This design comes from an exercise in tuning for small area and a short achievable clock period on the open sky130 flow, not from production work. Function was checked by simulation only, so behaviour that the tests miss may differ from the original.

Setup of job 102:
==> flow/design.v (excerpt) <==
module FullyAssociativeCache #(
  parameter CACHE_SIZE = 16,
  parameter BLOCK_SIZE = 4,
  parameter ADDR_WIDTH = 8,
  parameter DATA_WIDTH = 32
)(
  input wire clk,
  input wire rst,
  input wire read,
  input wire write,
  input wire [ADDR_WIDTH-1:0] addr,
  input wire [DATA_WIDTH-1:0] write_data,
  output reg [DATA_WIDTH-1:0] read_data,
  output reg hit,
  output reg dirty_evict,
  output reg [ADDR_WIDTH-1:0] evict_addr
);
  localparam OFFSET_WIDTH = $clog2(BLOCK_SIZE);
  localparam TAG_WIDTH = ADDR_WIDTH - OFFSET_WIDTH;
  localparam N = CACHE_SIZE;
  localparam CW = $clog2(CACHE_SIZE) + 1;
  reg [TAG_WIDTH-1:0]  line_tag   [0:N-1];
  reg [DATA_WIDTH-1:0] line_data  [0:N-1];
  reg [N-1:0]          line_dirty;
  reg [CW-1:0]         line_count;    
  wire [TAG_WIDTH-1:0] current_tag = addr[ADDR_WIDTH-1:OFFSET_WIDTH];
  wire req = read | write;
  wire full = line_count[CW-1];
  reg [N-1:0] valid;
  reg [N-1:0] match;      
  reg [N-1:0] sel;        
  wire [N-1:0] load;      
  reg [DATA_WIDTH-1:0] front_data;    
  reg [DATA_WIDTH-1:0] hit_data;
  reg hit_dirty;
  integer k;
  always @(*) begin
    for (k = 0; k < N; k = k + 1) begin
      valid[k] = line_count > k;
      match[k] = req && valid[k] && (line_tag[k] == current_tag);
    end
    sel = match;
    sel[0] = match[0] | ~req;
  ...
==> flow/config.mk <==
export PLATFORM = sky130hd
export DESIGN_NAME = FullyAssociativeCache
export DESIGN_NICKNAME = FullyAssociativeCache
export VERILOG_FILES = /design/flow/design.v
export SDC_FILE = /design/flow/constraint.sdc
export NUM_CORES = 8
export LEC_CHECK = 0
export CAP_MARGIN = 20
export CORE_MARGIN = 2
export CORE_UTILIZATION = 60
export SLEW_MARGIN = 20
export TNS_END_PERCENT = 0
==> flow/constraint.sdc <==
create_clock -name core_clock -period 28.0 [get_ports {clk}]
set_input_delay 5.6000 -clock core_clock [delete_from_list [all_inputs] [get_ports {clk}]]
set_output_delay 5.6000 -clock core_clock [all_outputs]
set_load 0.01 [all_outputs]
standard.sh (not shown) runs the stock make flow with config.mk's settings and CLKGATE_MAP_FILE= SYNTH_SCRIPT=/design/flow/synth_recipe.tcl, a recipe that flattens the netlist after the stock synthesis.
==> flow/flow/run.sh <==
#!/bin/bash
# The standard layout (standard.sh, unchanged synthesis), with:
#  - repair_timing asked for extra setup slack, so that it shortens the
#    critical paths (clock period and SDC are unchanged);
#  - port buffers of a fixed small cell (buf_2) rather than the delay cell
#    buffer_ports would otherwise pick;
#  - a clock tree built from clkbuf_16 with larger sink clusters and no dummy
#    loads.
# make's output goes to standard.log; ORFS keeps each step's log in orfs/logs.
set -euo pipefail
CTS="-sink_clustering_enable -repair_clock_nets -sink_clustering_size 30 -sink_clustering_max_diameter 60 -buf_list sky130_fd_sc_hd__clkbuf_16 -dont_use_dummy_load"
bash standard.sh SETUP_SLACK_MARGIN=20.5 "CTS_ARGS=$CTS" \
  "BUFFER_PORTS_ARGS=-buffer_cell sky130_fd_sc_hd__buf_2" finish > standard.log 2>&1
Edits applied to the flow inputs when going from job 102 to job 101:
==> flow/flow/run.sh <==
#!/bin/bash
# The standard layout (standard.sh, unchanged synthesis), with:
#  - repair_timing asked for extra setup slack, so that it shortens the
#    critical paths (clock period and SDC are unchanged);
#  - port buffers of a fixed small cell (buf_2) rather than the delay cell
#    buffer_ports would otherwise pick;
#  - a clock tree built from clkbuf_8 with larger sink clusters and no dummy
#    loads.
# make's output goes to standard.log; ORFS keeps each step's log in orfs/logs.
set -euo pipefail
CTS="-sink_clustering_enable -repair_clock_nets -sink_clustering_size 18 -sink_clustering_max_diameter 45 -buf_list sky130_fd_sc_hd__clkbuf_8 -dont_use_dummy_load"
bash standard.sh SETUP_SLACK_MARGIN=20.5 "CTS_ARGS=$CTS" \
  "BUFFER_PORTS_ARGS=-buffer_cell sky130_fd_sc_hd__buf_2" finish > standard.log 2>&1
Notes after the runs:
- Comparing job 102 and job 101, layout buffer count excluding clock buffers is higher on job 101.
- Diff job 101..job 102 | count of TritonRoute iterations in the first routing pass | negligible
- Job 101 reports its critical path capture point as line_tag[14][2]$_DFFE_PN_ while job 102 reports line_data[14][21]$_DFFE_PN_.
- Comparing job 102 and job 101, the lower final area is on job 101.
- Side by side, number of clock buffers in the layout turned out higher in job 101 than in job 102.
- Re total buffers and inverters traversed by the critical path: job 101 is 2 down on job 102.
- In the flow results for job 102 and job 101, the post-layout worst setup margin is smaller on job 102.
- Diff job 102 -> job 101: sequential share of layout area +0.33 points, fmax +about 1.3%, global-route wire length before repair +about 0.4%.

static timing again, ports no longer ideal:
In the flow no input, the clock included, has a driving cell. The finished layouts below were timed again as built, in two steps.
Step 1 assumes that a clkbuf_16 drives the clock port and a buf_2 every other input.
Step 2 moves the port delays by t, midway between the first and last clock arrival at a register: inputs arrive t later, outputs are due t later. That takes back most of the time a late clock gives input paths.
Slacks: ideal / step 1 / step 2; pairs: ideal / step 1.
run | t (ns) | setup slack, ns | worst hold slack (ns) | worst setup path at the end | latest minus earliest clock arrival (ns)
job 102 | 0.627 | 20.373 / 20.382 / 19.755 | 0.412 / 0.412 / 0.412 | input to register | 0.052 / 0.052
job 101 | 0.731 | 20.467 / 20.481 / 19.750 | 0.415 / 0.415 / 0.415 | input to register | 0.074 / 0.074
After both steps every run listed still meets setup and hold. For job 101, which loses most, drivers alone change the setup slack by +0.014 ns; drivers and shift together by -0.717 ns.
